From an optimization exercise on the open Yosys and OpenROAD flow, aimed at a short achievable clock period and few clock cycles; shortcuts taken in it are not production practice. Only simulation tests tie the RTL to the original design; equivalence was not proved. Power and IR drop assume default switching activity.

<file path="flow/design.v">
module processor( input         clk, reset,
                  output [31:0] PC,
                  input  [31:0] instruction,
                  output        WE,
                  output [31:0] address_to_mem,
                  output [31:0] data_to_mem,
                  input  [31:0] data_from_mem
                );
    reg  [31:0] pc_f;
    reg  [31:0] ras;
    reg         ras_v;
    localparam BI = 4;
    localparam BN = 1 << BI;
    localparam TW = 6;
    reg  [BN-1:0] btb_v;
    reg  [TW-1:0] btb_tag [0:BN-1];
    reg  [31:0]   btb_tgt [0:BN-1];
    reg         d_v;
    reg  [31:0] d_ins;
    reg  [31:0] d_pc;
    reg  [31:0] d_pc4;
    reg  [31:0] d_pnpc;         
    reg         d_bp;           
    reg         e_v;
    reg         e_add, e_sub, e_and, e_or, e_slt, e_sll, e_sr, e_q;
    reg         e_qsat, e_sfill;
    reg         e_lw, e_sw, e_beq, e_jr, e_wen, e_bpw;
    reg  [4:0]  e_rd;
    reg  [31:0] e_a, e_b, e_bi;
    reg         e_fa, e_fb, e_fbi;
    reg  [31:0] e_alt;          
    reg  [31:0] e_pnpc;         
    reg  [31:0] e_pc;
    reg         m_we, m_lw, m_wen;
    reg  [4:0]  m_rd;
    reg  [31:0] m_res, m_sd;
    reg         w_wen;
    reg  [4:0]  w_rd;
    reg  [31:0] w_val;
    reg  [31:0] rf [31:0];
    wire [31:0]   pc4_f = pc_f + 32'd4;
    wire [5:0]    f_op  = instruction[31:26];
    wire          f_j   = (f_op[5:1] == 5'b00001);      
    wire          f_jr  = (f_op == 6'b000111);
    wire [BI-1:0] f_bi  = pc_f[BI+1:2];
    wire          f_bh  = btb_v[f_bi] && (btb_tag[f_bi] == pc_f[BI+TW+1:BI+2]);
    wire [31:0]   f_bt  = btb_tgt[f_bi];
    wire [5:0]  d_op  = d_ins[31:26];
    wire [4:0]  d_rs  = d_ins[25:21];
    wire [4:0]  d_rt  = d_ins[20:16];
    wire [4:0]  d_rdf = d_ins[15:11];
    wire [4:0]  d_sh  = d_ins[10:6];
    wire [5:0]  d_fn  = d_ins[5:0];
    wire [31:0] d_imm = {{16{d_ins[15]}}, d_ins[15:0]};
    wire d_rtype = (d_op == 6'b000000);
    wire d_add  = d_rtype && d_fn == 6'h20;
    wire d_sub  = d_rtype && d_fn == 6'h22;
    wire d_and  = d_rtype && d_fn == 6'h24;
    wire d_or   = d_rtype && d_fn == 6'h25;
    wire d_slt  = d_rtype && d_fn == 6'h2a;
    wire d_sll  = d_rtype && d_fn == 6'h04;
    wire d_srl  = d_rtype && d_fn == 6'h06;
    wire d_sra  = d_rtype && d_fn == 6'h07;
    wire d_qbx  = (d_op == 6'h1f) && (d_fn == 6'h10);
    wire d_qb   = d_qbx && d_sh == 5'd0;
    wire d_qbs  = d_qbx && d_sh == 5'd4;
    wire d_addi = (d_op == 6'h08);
    wire d_lw   = (d_op == 6'h23);
    wire d_sw   = (d_op == 6'h2b);
    wire d_beqx = (d_op == 6'h04);
    wire d_beqs = d_beqx && (d_rs == d_rt);           
    wire d_beq  = d_beqx && (d_rs != d_rt);
    wire d_jal  = (d_op == 6'h03);
    wire d_jr   = (d_op == 6'h07);
    wire d_r3   = d_add | d_sub | d_and | d_or | d_slt | d_sll | d_srl | d_sra | d_qb | d_qbs;
    wire d_use_imm = d_addi | d_lw | d_sw;
    wire d_use_rs = d_r3 | d_use_imm | d_beq | d_jr;
    wire d_use_rt = d_r3 | d_sw | d_beq;
    wire [4:0] d_dst = d_jal ? 5'd31 : d_r3 ? d_rdf : (d_addi | d_lw) ? d_rt : 5'd0;
    wire d_wen = (d_r3 | d_addi | d_lw | d_jal) && (d_dst != 5'd0);
    wire [31:0] d_tgt = d_pc4 + {d_imm[29:0], 2'b00};
    wire e_w = e_v && e_wen;
    wire haz_rs = d_use_rs && (d_rs != 5'd0);
    wire haz_rt = d_use_rt && (d_rt != 5'd0);
    wire d_stall = d_v && e_w && e_lw &&
                   ((haz_rs && e_rd == d_rs) || (haz_rt && e_rd == d_rt));
    wire fa_e = haz_rs && e_w && e_rd == d_rs;        
    wire fb_e = haz_rt && e_w && e_rd == d_rt;
    wire fa_m = m_wen && m_rd == d_rs;                
    wire fb_m = m_wen && m_rd == d_rt;
    wire [31:0] m_val = m_lw ? data_from_mem : m_res;    
    wire [31:0] rf_a = (d_rs == 5'd0) ? 32'd0 :
                       fa_m ? m_val :
                       (w_wen && w_rd == d_rs) ? w_val : rf[d_rs];
    wire [31:0] rf_b = (d_rt == 5'd0) ? 32'd0 :
                       fb_m ? m_val :
                       (w_wen && w_rd == d_rt) ? w_val : rf[d_rt];
    wire [31:0] opa = e_fa  ? m_res : e_a;
    wire [31:0] rtv = e_fb  ? m_res : e_b;
    wire [31:0] opb = e_fbi ? m_res : e_bi;
    wire [31:0] sum, diff;
    wire        c_add, c_sub;
    ksadd #(32, 6) u_add (.a(opa), .b(opb),  .cin(1'b0), .s(sum),  .cout(c_add));
    ksadd #(32, 6) u_sub (.a(opa), .b(~opb), .cin(1'b1), .s(diff), .cout(c_sub));
    wire        lt   = ~c_sub;                  
    wire [31:0] shl  = opb << opa[4:0];
    wire [63:0] sr64 = {{32{e_sfill & opb[31]}}, opb} >> opa[4:0];
    wire [31:0] shr  = sr64[31:0];
    wire [31:0] q;
    genvar gi;
    generate
        for (gi = 0; gi < 4; gi = gi + 1) begin : g_lane
            wire [7:0] ls;
            wire       lc;
            ksadd #(8, 4) u_lane (.a(opa[8*gi +: 8]), .b(opb[8*gi +: 8]), .cin(1'b0), .s(ls), .cout(lc));
            assign q[8*gi +: 8] = ls | {8{lc & e_qsat}};
        end
    endgenerate
    wire [31:0] e_res = ({32{e_add}} & sum)  | ({32{e_sub}} & diff) |
                        ({32{e_and}} & (opa & opb)) | ({32{e_or}} & (opa | opb)) |
                        {31'd0, e_slt & lt} |
                        ({32{e_sll}} & shl) | ({32{e_sr}} & shr) |
                        ({32{e_q}} & q);
    wire e_eq = (opa == rtv);
    wire e_mis_beq = e_v && e_beq && e_eq;
    wire e_mis_jr  = e_v && e_jr && (opa != e_pnpc);
    wire e_mis_bt  = e_v && e_bpw;
    wire e_redir   = e_mis_beq | e_mis_jr | e_mis_bt;
    wire [31:0] e_rpc = e_jr ? opa : e_alt;
    wire d_bad   = d_v && d_bp && !d_beqs;
    wire d_ins_b = d_v && !d_bp && d_beqs;        
    wire d_redir = d_bad || d_ins_b;
    wire hold    = d_stall;
    wire [31:0] d_rpc = d_bad ? d_pc : d_tgt;
    wire        ras_vn = ras_v || (d_v && d_jal);
    wire [31:0] ras_n  = (d_v && d_jal) ? d_pc4 : ras;
    wire        early  = e_redir || d_redir || hold || f_bh;
    wire [31:0] npc_e  = e_redir ? e_rpc : d_redir ? d_rpc : hold ? pc_f : f_bh ? f_bt : pc4_f;
    wire        take_j  = f_j && !early;
    wire        take_jr = f_jr && ras_vn && !early;
    wire [31:0] jtgt   = {pc4_f[31:28], instruction[25:0], 2'b00};
    wire [31:0] npc    = take_j ? jtgt : take_jr ? ras_n : npc_e;
    always @(posedge clk) begin
        if (reset) begin
            pc_f  <= 32'd0;
            ras_v <= 1'b0;
        end else begin
            pc_f  <= npc;
            ras_v <= ras_vn;
        end
        ras <= ras_n;
    end
    always @(posedge clk) begin
        if (reset)
            d_v <= 1'b0;
        else if (e_redir)
            d_v <= 1'b0;
        else if (!hold)
            d_v <= !d_redir;
        if (!hold) begin
            d_ins  <= instruction;
            d_pc   <= pc_f;
            d_pc4  <= pc4_f;
            d_pnpc <= f_bh ? f_bt : (f_jr && ras_vn) ? ras_n : pc4_f;
            d_bp   <= f_bh;
        end
    end
    always @(posedge clk) begin
        if (reset)
            e_v <= 1'b0;
        else
            e_v <= d_v && !d_stall && !e_redir && !d_bad;
        e_add  <= d_add | d_addi | d_lw | d_sw | d_jal;
        e_sub  <= d_sub;
        e_and  <= d_and;
        e_or   <= d_or;
        e_slt  <= d_slt;
        e_sll  <= d_sll;
        e_sr   <= d_srl | d_sra;
        e_sfill <= d_sra;
        e_q    <= d_qb | d_qbs;
        e_qsat <= d_qbs;
        e_lw   <= d_lw;
        e_sw   <= d_sw;
        e_beq  <= d_beq;
        e_jr   <= d_jr;
        e_wen  <= d_wen;
        e_rd   <= d_dst;
        e_bpw  <= d_bp && (d_pnpc != d_tgt);
        e_a    <= d_jal ? d_pc4 : rf_a;
        e_b    <= rf_b;
        e_bi   <= d_jal ? 32'd0 : d_use_imm ? d_imm : rf_b;
        e_fa   <= fa_e;
        e_fb   <= fb_e;
        e_fbi  <= fb_e && !d_use_imm;
        e_alt  <= d_tgt;
        e_pnpc <= d_pnpc;
        e_pc   <= d_pc;
    end
    always @(posedge clk) begin
        if (reset) begin
            m_we  <= 1'b0;
            m_wen <= 1'b0;
        end else begin
            m_we  <= e_v && e_sw;
            m_wen <= e_v && e_wen;
        end
        m_lw  <= e_lw;
        m_rd  <= e_rd;
        m_res <= e_res;
        m_sd  <= rtv;
    end
    always @(posedge clk) begin
        if (reset)
            w_wen <= 1'b0;
        else
            w_wen <= m_wen;
        w_rd  <= m_rd;
        w_val <= m_val;
    end
    always @(posedge clk) begin
        if (w_wen)
            rf[w_rd] <= w_val;
    end
    wire          bw_e  = e_mis_bt;
    wire          bw_d  = !e_redir && d_ins_b;
    wire [31:0]   bw_pc = bw_e ? e_pc : d_pc;
    wire [BI-1:0] bw_i  = bw_pc[BI+1:2];
    always @(posedge clk) begin
        if (reset)
            btb_v <= {BN{1'b0}};
        else if (bw_e || bw_d)
            btb_v[bw_i] <= 1'b1;
        else if (!e_redir && d_bad)
            btb_v[d_pc[BI+1:2]] <= 1'b0;
        if (bw_e || bw_d) begin
            btb_tag[bw_i] <= bw_pc[BI+TW+1:BI+2];
            btb_tgt[bw_i] <= bw_e ? e_alt : d_tgt;
        end
    end
    assign PC             = pc_f;
    assign WE             = m_we;
    assign address_to_mem = m_res;
    assign data_to_mem    = m_sd;
endmodule
module ksadd #(parameter W = 32, parameter L = 6)    
             (input  [W-1:0] a, b,
              input          cin,
              output [W-1:0] s,
              output         cout);
    wire [W-1:0] p0 = a ^ b;
    wire [W:0]   g [0:L];
    wire [W:0]   p [0:L];
    assign g[0] = {a & b, cin};
    assign p[0] = {p0, 1'b0};
    genvar l, i;
    generate
        for (l = 0; l < L; l = l + 1) begin : g_lvl
            for (i = 0; i <= W; i = i + 1) begin : g_bit
                if (i >= (1 << l)) begin : g_op
                    assign g[l+1][i] = g[l][i] | (p[l][i] & g[l][i - (1 << l)]);
                    assign p[l+1][i] = p[l][i] & p[l][i - (1 << l)];
                end else begin : g_pass
                    assign g[l+1][i] = g[l][i];
                    assign p[l+1][i] = p[l][i];
                end
            end
        end
    endgenerate
    assign s    = p0 ^ g[L][W-1:0];
    assign cout = g[L][W];
endmodule
</file>
<file path="flow/flow/run.sh">
#!/bin/bash
# Standard ORFS layout with two changes: timing repair aims for extra setup
# slack at the design's own clock and constraints, and the port buffers are
# buf_4 cells rather than the default delay-cell buffers.
set -euo pipefail
bash standard.sh SETUP_SLACK_MARGIN=8.7 "BUFFER_PORTS_ARGS=-buffer_cell sky130_fd_sc_hd__buf_4" finish > flow_make.log 2>&1
</file>
<file path="flow/standard.sh">
#!/bin/bash
# synth_recipe.tcl (not shown) runs the flow's synth.tcl, then flattens the netlist and writes it again
# the make line also repeats each setting of config.mk as NAME=value (left out here)
make -C /OpenROAD-flow-scripts/flow DESIGN_CONFIG=/design/flow/config.mk WORK_HOME=/design/flow/orfs CLKGATE_MAP_FILE= SYNTH_SCRIPT=/design/flow/synth_recipe.tcl "${@:-finish}"
</file>
<file path="flow/config.mk">
export PLATFORM = sky130hd
export DESIGN_NAME = processor
export DESIGN_NICKNAME = processor
export VERILOG_FILES = /design/flow/design.v
export SDC_FILE = /design/flow/constraint.sdc
export NUM_CORES = 4
export LEC_CHECK = 0
export CAP_MARGIN = 20
export CORE_MARGIN = 2
export CORE_UTILIZATION = 40
export SLEW_MARGIN = 20
</file>
<file path="flow/constraint.sdc">
create_clock -name core_clock -period 12.5 [get_ports {clk}]
set_input_delay 2.5000 -clock core_clock [delete_from_list [all_inputs] [get_ports {clk}]]
set_output_delay 2.5000 -clock core_clock [all_outputs]
set_load 0.01 [all_outputs]
</file>
==> impl.org <==
** Run status
- Outcome :: failed layout checks
- Causes of the layout check failure :: capacitance limit, slew limit

** Route
- In the final routed layout, each cell accounts on average for 35.9 µm.
- The detail route stage leaves a number of antenna-violating nets equal to 0.
- For this block, the initial DRC count from the detailed router was 10,500.
- DRC violations left :: 0
- For this run, the detailed router's first-pass iteration total came to 8.
- The routed layout has between 70,000 and 80,000 vias.
- For this block, the routed nets add up to just under 400 mm of wire.
- In the routed layout, each cell is associated on average with a via count of 6.40.

** Die
- Count of standard-cell rows :: 185
- Number of primary I/O pins :: 163
- Die boundary width :: 511 µm
- Initial core utilization :: between 40% and 50%
- Measured along the y axis, the die boundary spans 511 µm.
- Core area :: roughly 250,000 µm²
- The die covers 261,000 µm².

** Timing
- The smallest clock period supported by the final layout is computed as approximately 4.3 ns.
- Max Clk Rate :: 234 MHz
- Final number of max-transition violations :: 24
- Across all hold checks on the routed design, the worst slack comes to around 0.39 ns.
- The worst pin sits at a relative slew slack of -5.63%.
- Number of endpoints with negative hold slack in the final report :: 0
- Clock skew on the completed layout was measured at about 0.12 ns.
- Setup violations remaining at the end of the flow were counted as 0.
- Portion of the clock cycle consumed by the worst path in the final layout :: 34.2%
- Unrepaired setup endpoints after global routing :: yes
- Setup Total Neg Slack :: 0 ns
- Worst Tran Pin Value :: 1.58 ns

** Clock network
- Hold buffer count at cts :: 0
- Clock-pin slew was measured on the worst setup and hold paths at ~0.060 ns.
- Clock tree root buffer cell :: sky130_fd_sc_hd__clkbuf_16
- Later-pin clock latency in the skew report :: 0.93 ns
- TritonCTS clock tree :: yes
- Clock buffers created by TritonCTS :: 222
- No sink is reached through more buffers than the 3 on the longest clock path.
- The tree built by TritonCTS fans out to 2,160 sinks.
- The clock tree synthesis step divided the H-tree into 4 levels.

** Power
- Part of the total power dissipated in combinational logic :: 17.1%
- Internal Pwr Total :: 13.4 mW
- In this run the power density over the cells is about 140 nW/µm².
- Switching part of the total power :: 28.1%
- IR analysis of the VDD net gives a maximum drop of ~0.15 mV.
- The design draws approximately 19 mW.
- Relative contribution of the clock network to total power :: 37.9%
- Static Leakage :: 44.9 nW
- The analysis attributes to net switching a power of 5.22 mW.
- Registers are responsible for 45.0% of the overall power.

** GRT
- The global routing stage identified its most utilized layer as met2.
- For met3 alone, demand over resource in global routing was 7.25%.
- Entering global routing, the biggest net connects 67 pins.
- For this run, global-route usage on met2 was measured as 44.3%.
- For this run the aggregate overflow at the end of global routing stands at 0.
- Across every metal layer, demand over resource in global routing totals 29.5%.
- The initial antenna violation count was 23.
- Met1 GRT Util :: 39.8%
- Via count of the first global-routing pass :: 68,500
- The first global-routing pass estimated 539 mm of wire.

** Synthesis
- Yosys mapped a number of flops with a built-in enable equal to 1,759.
- Net count after synthesis :: ~7,000
- Number of library cell types mapped by synthesis :: 95
- During synthesis, Yosys emitted a total of 3 warnings.
- The most used flip-flop cell after synthesis is sky130_fd_sc_hd__edfxtp_1.
- Post-synthesis instance area :: 103,000 µm²
- By instance count, the leading cell after synthesis is sky130_fd_sc_hd__edfxtp_1.
- Mean area per synthesized cell :: 15.2 µm²
- Synthesis handed over a netlist of ~6,800 instances.
- Most area-hungry cell type in the Yosys netlist :: sky130_fd_sc_hd__edfxtp_1
- Ranked by instance count, the synthesized netlist is headed by 1,759 x sky130_fd_sc_hd__edfxtp_1, 829 x sky130_fd_sc_hd__mux4_2, 512 x sky130_fd_sc_hd__nor2_1.
- By area the synthesized netlist is led by sky130_fd_sc_hd__edfxtp_1 51%, sky130_fd_sc_hd__mux4_2 18%, sky130_fd_sc_hd__dfxtp_1 7.8%.
- After synthesis the netlist holds a flip-flop and latch count of 2,160.
- For this run, asynchronously set or reset flops after synthesis account for 0%.
- Sequential share of the synthesized area :: 59.3%
- Fraction of synthesized cell area taken by the top area cell type :: 51.5%

** Flow run
- Number of maximum-capacitance constraint violations :: 1

** Layout
- The final layout contains 7,654 nets.
- Largest registers :: rf (1024), btb_tgt (512), btb_tag (96)
- Filler cells :: about 21,000
- The register with the most flip-flops in the layout has 1,024 of them.
- Non-filler instance count after layout :: 11,000
- Area Overhead vs Synth :: 25.2%
- Largest register by flop count :: rf
- Cells with a size suffix above 1 make up 36.2% of the layout.

** Setup path
- Cell count of the worst reg-to-reg path :: 17
- In this run the worst setup path terminates at btb_tgt[10][24].
- Crit path max fanout :: 8
- The worst register-to-register path ends at btb_tgt[10][24].
- For the worst setup path, the data arrival time is 4.88 ns.
- STA puts the critical path data required time at 13.11 ns.
- The worst register-to-register path begins at e_fa.
- Worst setup SP type :: flip-flop
- The worst register-to-register path has a setup slack of 8.23 ns.
- Origin of the worst setup path :: e_fa
- The worst setup path is captured at a flip-flop.
- The critical path is of the flip-flop to flip-flop type.

** Placement
- Detailed placement ended at an HPWL of 231 mm.
- Number of placed instances with taps included :: 9,999
- During placement, the flow inserted port buffers numbering 162.
- At the end of routability-driven placement, the weighted congestion stood at 0.976.

** Min path
- Class of the most critical hold timing path :: flip-flop to flip-flop
==> logic make-up (layout without fill, tap and decap cells) <==
kind of cell / Yosys count / after routing / synth area share (%)
adder cells (fa/ha/maj): 140 / 140 / 1.74
XOR/XNOR: 247 / 247 / 2.12
AND/OR/NAND/NOR: 1242 / 1246 / 5.42
multiplexers: 1181 / 1181 / 21.7
other: 0 / 6 / 0
buffers and inverters: 679 / 1547 / 2.58
flip-flops: 2160 / 2160 / 59.3
AO/OA/AOI/OAI: 1124 / 1124 / 7.10
==> layout make-up <==
class                   count  area (µm²)  area share [%]
well taps                3366        4210            3.28
flip-flops and latches   2160       61200            47.6
repair buffers            908       12200            9.48
clock inverters           138        1720            1.34
clock buffers             283        6020            4.69
repair inverters            5        43.8          0.0341
multi-input cells        3938       42200            32.8
inverters                 213         882           0.687
diodes                      6        15.0          0.0117
==> how the worst min path moves through the flow <==
stage	endpoint	start	slack (ns)	depth (start not counted)
floorplan	m_lw	e_lw	0.33	0
global route	w_rd[0]	m_rd[0]	0.40	0
CTS	w_rd[0]	m_rd[0]	0.39	0
global placement	w_rd[4]	m_rd[4]	0.38	0
detailed placement	w_rd[0]	m_rd[0]	0.39	0
finish	w_rd[0]	m_rd[0]	0.39	0
==> stage by stage <==
step                      setup WS, ns  util (%)  instance area [µm²]
after floorplan                   7.52         -               103000
after global routing              8.28      50.5               128000
final                             8.23      50.5               128000
after global placement            6.42      42.5               108000
after detailed placement          6.40      42.5               108000
after CTS                         8.40      49.4               126000
==> metal layers <==
metal  part of all wire, %  routed length, µm
met1                    38             150000
met2                    44             176000
met3                    11              44100
met4                   6.4              25400
met5                 0.032                125
==> worst max-delay path, stage by stage (launching register included) <==
cell                        delay [ns]
sky130_fd_sc_hd__dfxtp_4          0.44
sky130_fd_sc_hd__buf_16           0.16
sky130_fd_sc_hd__mux2i_4          0.27
sky130_fd_sc_hd__bufinv_16        0.21
sky130_fd_sc_hd__nor2_4           0.10
sky130_fd_sc_hd__o221ai_2         0.10
sky130_fd_sc_hd__or4b_1           0.49
sky130_fd_sc_hd__or4_4            0.45
sky130_fd_sc_hd__a211oi_4         0.37
sky130_fd_sc_hd__a21oi_4          0.07
sky130_fd_sc_hd__buf_12           0.17
sky130_fd_sc_hd__a21oi_4          0.31
sky130_fd_sc_hd__nand2b_4         0.25
sky130_fd_sc_hd__buf_12           0.12
sky130_fd_sc_hd__nor2_4           0.03
sky130_fd_sc_hd__buf_12           0.17
sky130_fd_sc_hd__buf_12           0.13
sky130_fd_sc_hd__buf_16           0.13
==> repair_timing <==
| item | 4_1_cts | 5_1_grt |
|---|---|---|
| pin swaps | 81 | 119 |
| gates resized for setup | 858 | 285 |
| setup buffers | 310 | 125 |
| endpoints found under the setup margin | 1383 | 1062 |
| cloned | 136 | 19 |
==> power by group through the flow <==
stage | Sequential [mW] | Combinational, mW | Clock, mW
floorplan | 8.38 | 1.62 | 0
global placement | 8.58 | 2.44 | 0
detailed placement | 8.59 | 2.45 | 0
CTS | 8.37 | 2.94 | 7.07
global route | 8.39 | 3.30 | 7.39
finish | 8.37 | 3.18 | 7.04
==> layout by cell type (no fill, tap or decap), types with 31 or more instances in the layout <==
master                      count
sky130_fd_sc_hd__xor2_1        82
sky130_fd_sc_hd__mux2_2        73
sky130_fd_sc_hd__buf_6        193
sky130_fd_sc_hd__clkinv_1      37
sky130_fd_sc_hd__buf_4        434
sky130_fd_sc_hd__dfxtp_2       51
sky130_fd_sc_hd__clkbuf_16    239
sky130_fd_sc_hd__nand4_1       31
sky130_fd_sc_hd__buf_8         33
sky130_fd_sc_hd__nor2_4        55
sky130_fd_sc_hd__o21ai_0      211
sky130_fd_sc_hd__nor3_1        52
sky130_fd_sc_hd__a21o_1        49
sky130_fd_sc_hd__nor2_1       447
sky130_fd_sc_hd__nand3_1       58
sky130_fd_sc_hd__a21oi_1      318
sky130_fd_sc_hd__buf_12        85
sky130_fd_sc_hd__xnor2_1      145
sky130_fd_sc_hd__clkbuf_1      38
sky130_fd_sc_hd__edfxtp_1    1759
sky130_fd_sc_hd__inv_1        195
sky130_fd_sc_hd__mux4_2       829
sky130_fd_sc_hd__a22o_1        37
sky130_fd_sc_hd__dfxtp_1      270
sky130_fd_sc_hd__o211ai_1      35
sky130_fd_sc_hd__ha_1         102
sky130_fd_sc_hd__clkinv_2      43
sky130_fd_sc_hd__nand2_1      351
sky130_fd_sc_hd__buf_16       120
sky130_fd_sc_hd__a21oi_2       37
sky130_fd_sc_hd__mux2i_1      224
sky130_fd_sc_hd__dfxtp_4       80
Testbench counts, summed over its fixed seeds: cycles 260,732.

==> what the ideal ports hide <==
Ports are ideal in the flow. The routed layout listed here was re-timed in OpenROAD.
Step 1, drivers: a clkbuf_16 drives clk and a buf_2 each remaining input, both assumed.
Step 2 times the ports against the registers' clock, not the clock port: input delays grow and output delays shrink by t, the midpoint of the rising clock arrivals with the driver on.
Three values: ideal ports, drivers, drivers and shift; two values: the first two.
t, ns: 0.956
slack for setup (ns): 8.228 / 8.228 / 7.647
worst hold slack (ns): 0.394 / 0.394 / 0.394
worst setup path after step 2: input to register
cell pins on the clock port's net: 1
The setup slack of this run moves by 0.000 ns with the drivers and by -0.581 ns with both steps.
